Background: an optimization exercise with open tools, aiming at small area, a short achievable clock period and few clock cycles. Do not read the settings as production practice.
Only simulation tests tie the RTL to the original design; equivalence was not proved.
Power figures rest on the tool's default switching activity, not on a simulated workload.

==> flow/design.v (excerpt) <==
module CVP14(output [15:0] Addr, output RD, output WR, output V, output [15:0] dataOut,
             input Reset, input Clk1, input [15:0] DataIn);
For scale: about 10,000 cells after synthesis, ~53 I/O pins, ~110,000 um^2 of cells after synthesis.
export LEC_CHECK = 0
export CAP_MARGIN = 50
export CORE_MARGIN = 2
export CORE_UTILIZATION = 70
export CTS_CLUSTER_DIAMETER = 120
export CTS_CLUSTER_SIZE = 24
export SLEW_MARGIN = 50
create_clock -name core_clock -period 20.0 [get_ports {Clk1}]
standard.sh (not shown) runs the stock make flow with config.mk's settings and CLKGATE_MAP_FILE= SYNTH_SCRIPT=/design/flow/synth_recipe.tcl, a recipe that flattens the netlist after the stock synthesis.
==> flow/flow/run.sh <==
#!/bin/bash
# Layout flow: the standard flow (standard.sh, all steps), except that the
# buffers buffer_ports puts on every input and output port are
# sky130_fd_sc_hd__buf_4 cells instead of the resizer's default choice.
# The make output goes to standard.log; ORFS keeps each step's log under orfs/logs.
set -e
export BUFFER_PORTS_ARGS="-buffer_cell sky130_fd_sc_hd__buf_4"
bash standard.sh > standard.log 2>&1
Testbench counts at the start, summed over its fixed seeds: cycles 77,450.
Then changed:
--- a/flow/config.mk
+++ b/flow/config.mk
@@ -10 +10 @@
-export CORE_UTILIZATION = 70
+export CORE_UTILIZATION = 60
What happened: Power drops by 0.83%. Critical path depth drops by 16. Non-clock buffer count climbs by 2. Sequential share of layout area drops by 0.24 points. Via count drops by 3.8%. Flip-flop and latch count is unchanged.
Then changed:
==> flow/flow/run.sh (replaced) <==
#!/bin/bash
# Layout flow: the standard flow (standard.sh, all steps), except that
# - the buffers buffer_ports puts on every input and output port are
#   sky130_fd_sc_hd__buf_4 cells instead of the resizer's default choice;
# - repair_timing (after placement, CTS and global routing) works to a setup
#   slack margin of 15 ns: at the design's 20 ns clock every path has far
#   more slack than that needs, so without the margin repair_timing leaves
#   the paths that set the period achieved as they are.
# The make output goes to standard.log; ORFS keeps each step's log under orfs/logs.
set -e
export BUFFER_PORTS_ARGS="-buffer_cell sky130_fd_sc_hd__buf_4"
export SETUP_SLACK_MARGIN=15
bash standard.sh > standard.log 2>&1
The new run finished clean.
Non-clock buffer count is higher by 14.
Setup slack improved by 0.18 ns.
Total power grows slightly.
Then changed:
==> flow/flow/run.sh (replaced) <==
#!/bin/bash
# Layout flow: the standard flow (standard.sh, all steps), except that the
# buffers buffer_ports puts on every input and output port are
# sky130_fd_sc_hd__buf_4 cells instead of the resizer's default choice.
# The make output goes to standard.log; ORFS keeps each step's log under orfs/logs.
set -e
export BUFFER_PORTS_ARGS="-buffer_cell sky130_fd_sc_hd__buf_4"
bash standard.sh > standard.log 2>&1
--- a/flow/config.mk
+++ b/flow/config.mk
@@ -10 +10 @@
-export CORE_UTILIZATION = 60
+export CORE_UTILIZATION = 40
What happened: Global-route usage decreases by 11 points. Cell count is higher by roughly a tenth. Die area rose by well over a third. Worst setup slack degrades by 0.11 ns. Routed wire length rose by a few percent.

========
CVP14, a different RTL version from the one above (not shown whole).
Size: ~9900 cells after synthesis, roughly 53 I/O pins.
## CVP14
module CVP14(output [15:0] Addr, output RD, output WR, output V, output [15:0] dataOut,
             input Reset, input Clk1, input [15:0] DataIn);
export LEC_CHECK = 0
export CAP_MARGIN = 50
export CORE_MARGIN = 2
export CORE_UTILIZATION = 40
export CTS_CLUSTER_DIAMETER = 120
export CTS_CLUSTER_SIZE = 24
export SLEW_MARGIN = 50
create_clock -name core_clock -period 20.0 [get_ports {Clk1}]
==> flow/flow/run.sh <==
#!/bin/bash
# Layout flow: the standard flow (standard.sh, all steps), except that the
# buffers buffer_ports puts on every input and output port are
# sky130_fd_sc_hd__buf_4 cells instead of the resizer's default choice.
# The make output goes to standard.log; ORFS keeps each step's log under orfs/logs.
set -e
export BUFFER_PORTS_ARGS="-buffer_cell sky130_fd_sc_hd__buf_4"
bash standard.sh > standard.log 2>&1
Testbench counts at the start, summed over its fixed seeds: cycles 81,953.
==> next run, changes <==
- CTS_CLUSTER_DIAMETER: 120 -> 80
- CTS_CLUSTER_SIZE: 24 -> 20
Effect: Global-route usage hardly moves. Area after synthesis does not change. Die area does not change. Cell area climbs by 1.1%. Setup slack got worse by 0.042 ns. Non-clock buffer count does not change. Via count climbs by 0.92%. Total power climbs by 3.2%. Wire length increases by 0.32%. Clock-buffer cell count climbs by 41. Critical path depth stays the same.
==> next run, changes <==
- CTS_CLUSTER_DIAMETER: 80 -> 100
- CTS_CLUSTER_SIZE: 20 -> 30
Setup slack improved by 0.058 ns.
Cell count went down slightly.
Via count went down slightly.
Sequential share of layout area went up by 0.60 points.
Design area went down slightly.
Power went down by a few percent.
Sequential power barely changes.
Global-route usage went down by 0.13 points.

========
== run E ==
RTL: one of the versions met above, not the one the previous note started from.
For scale: ~10000 cells after synthesis, roughly 3100 flip-flops, roughly 53 I/O pins, roughly 110000 um2 of cells after synthesis.
export LEC_CHECK = 0
export CAP_MARGIN = 50
export CORE_MARGIN = 2
export CORE_UTILIZATION = 50
export CTS_CLUSTER_DIAMETER = 120
export CTS_CLUSTER_SIZE = 24
export SLEW_MARGIN = 50
create_clock -name core_clock -period 20.0 [get_ports {Clk1}]
Scripts as last shown in full above: flow/flow/run.sh
Run E completed end to end with timing, DRC and antenna clean.
Testbench counts of run E, summed over its fixed seeds: cycles 77,450.
#### Input delta (run Y over run E)
# run E
export LEC_CHECK = 0
export CAP_MARGIN = 50
export CORE_MARGIN = 2
export CORE_UTILIZATION = 50
export CTS_CLUSTER_DIAMETER = 120
export CTS_CLUSTER_SIZE = 24
export SLEW_MARGIN = 50
create_clock -name core_clock -period 20.0 [get_ports {Clk1}]
# run Y
export LEC_CHECK = 0
export CAP_MARGIN = 50
export CORE_MARGIN = 2
export CORE_UTILIZATION = 60
export CTS_CLUSTER_DIAMETER = 120
export CTS_CLUSTER_SIZE = 24
export SLEW_MARGIN = 50
create_clock -name core_clock -period 20.0 [get_ports {Clk1}]
==> flow/flow/run.sh <==
#!/bin/bash
# Layout flow: the standard flow (standard.sh, all steps), except that
# - the buffers buffer_ports puts on every input and output port are
#   sky130_fd_sc_hd__buf_4 cells instead of the resizer's default choice;
# - after the resizer step of placement, outflops.tcl moves each flip-flop
#   that drives an output port's buffer next to that buffer (detailed
#   placement then legalizes both), so the flip-flop does not drive a long
#   wire to the edge of the die.
# The make output goes to standard.log; ORFS keeps each step's log under orfs/logs.
set -e
export BUFFER_PORTS_ARGS="-buffer_cell sky130_fd_sc_hd__buf_4"
export POST_RESIZE_TCL="$PWD/flow/outflops.tcl"
bash standard.sh > standard.log 2>&1
==> flow/flow/outflops.tcl (new file) <==
# Move every flip-flop that drives an output port's buffer (and nothing
# else) onto that buffer's location; detailed placement legalizes them.
set block [ord::get_db_block]
set moved 0
foreach bterm [$block getBTerms] {
  if { [$bterm getIoType] != "OUTPUT" } { continue }
  set net [$bterm getNet]
  set drv {}
  foreach it [$net getITerms] { if { [$it isOutputSignal] } { lappend drv $it } }
  if { [llength $drv] != 1 } { puts "outflops: [$bterm getName] has no single driver"; continue }
  set buf [[lindex $drv 0] getInst]
  set bin {}
  foreach it [$buf getITerms] { if { [$it isInputSignal] } { lappend bin $it } }
  if { [llength $bin] != 1 } { puts "outflops: [$buf getName] is not a buffer"; continue }
  set inet [[lindex $bin 0] getNet]
  if { [llength [$inet getITerms]] != 2 || [llength [$inet getBTerms]] != 0 } {
    puts "outflops: [$bterm getName]: the buffer's input net has other loads"; continue
  }
  set ff {}
  foreach it [$inet getITerms] { if { [$it isOutputSignal] } { set ff [$it getInst] } }
  if { $ff == {} } { continue }
  set m [[$ff getMaster] getName]
  if { ![string match "*dfxtp*" $m] } { puts "outflops: [$ff getName] is $m, skipped"; continue }
  set loc [$buf getLocation]
  $ff setLocation [lindex $loc 0] [lindex $loc 1]
  incr moved
}
puts "outflops: moved $moved flip-flops next to their output buffers"
Findings:
Run Y vs run E: worst setup slack up. Changes observed in run Y relative to run E: final weighted congestion in routability-driven placement moved up; wire length of the first global-routing pass has decreased; number of distinct library cells after synthesis neither gained nor lost much; number of standard cells after synthesis stayed essentially flat; final critical path time including I/O delays and setup went down. Run Y: power density normalized to cell area 0.49 nW/um2 above run E. Worst path buffer plus inverter count across run Y and run E: no real change. Total of plain and repair buffers excluding clock buffers (higher): run E.

-- port drivers added, routing unchanged --
In the flow no input, the clock included, has a driving cell. The finished layouts below were timed again as built, in two steps.
Step 1 sets driving cells, clkbuf_16 on the clock port and buf_2 on the other inputs (assumed; they add their load-dependent delay and slew).
Step 2 moves the port delays by t, midway between the first and last clock arrival at a register: inputs arrive t later, outputs are due t later. That takes back most of the time a late clock gives input paths.
Slacks: ideal / step 1 / step 2; pairs: ideal / step 1.
run	t, ns	setup WS [ns]	worst slew at a driven data input, ns	cell pins on the clock port's net
the first run of note 1	0.907	14.652 / 14.570 / 14.652	0.21	1
the second run of note 1	0.932	14.447 / 14.361 / 14.905	0.20	1
the third run of note 1	0.926	14.631 / 14.548 / 15.132	0.20	1
the fourth run of note 1	0.933	14.519 / 14.519 / 14.519	0.20	1
the first run of note 2	0.908	14.383 / 14.298 / 14.869	0.09	1
the second run of note 2	0.925	14.341 / 14.253 / 14.788	0.08	1
the third run of note 2	0.921	14.400 / 14.309 / 14.855	0.09	1
run E	0.930	14.511 / 14.423 / 14.844	0.24	1
run Y	0.927	14.694 / 14.608 / 14.734	0.21	1
After both steps every run listed still meets setup and hold.
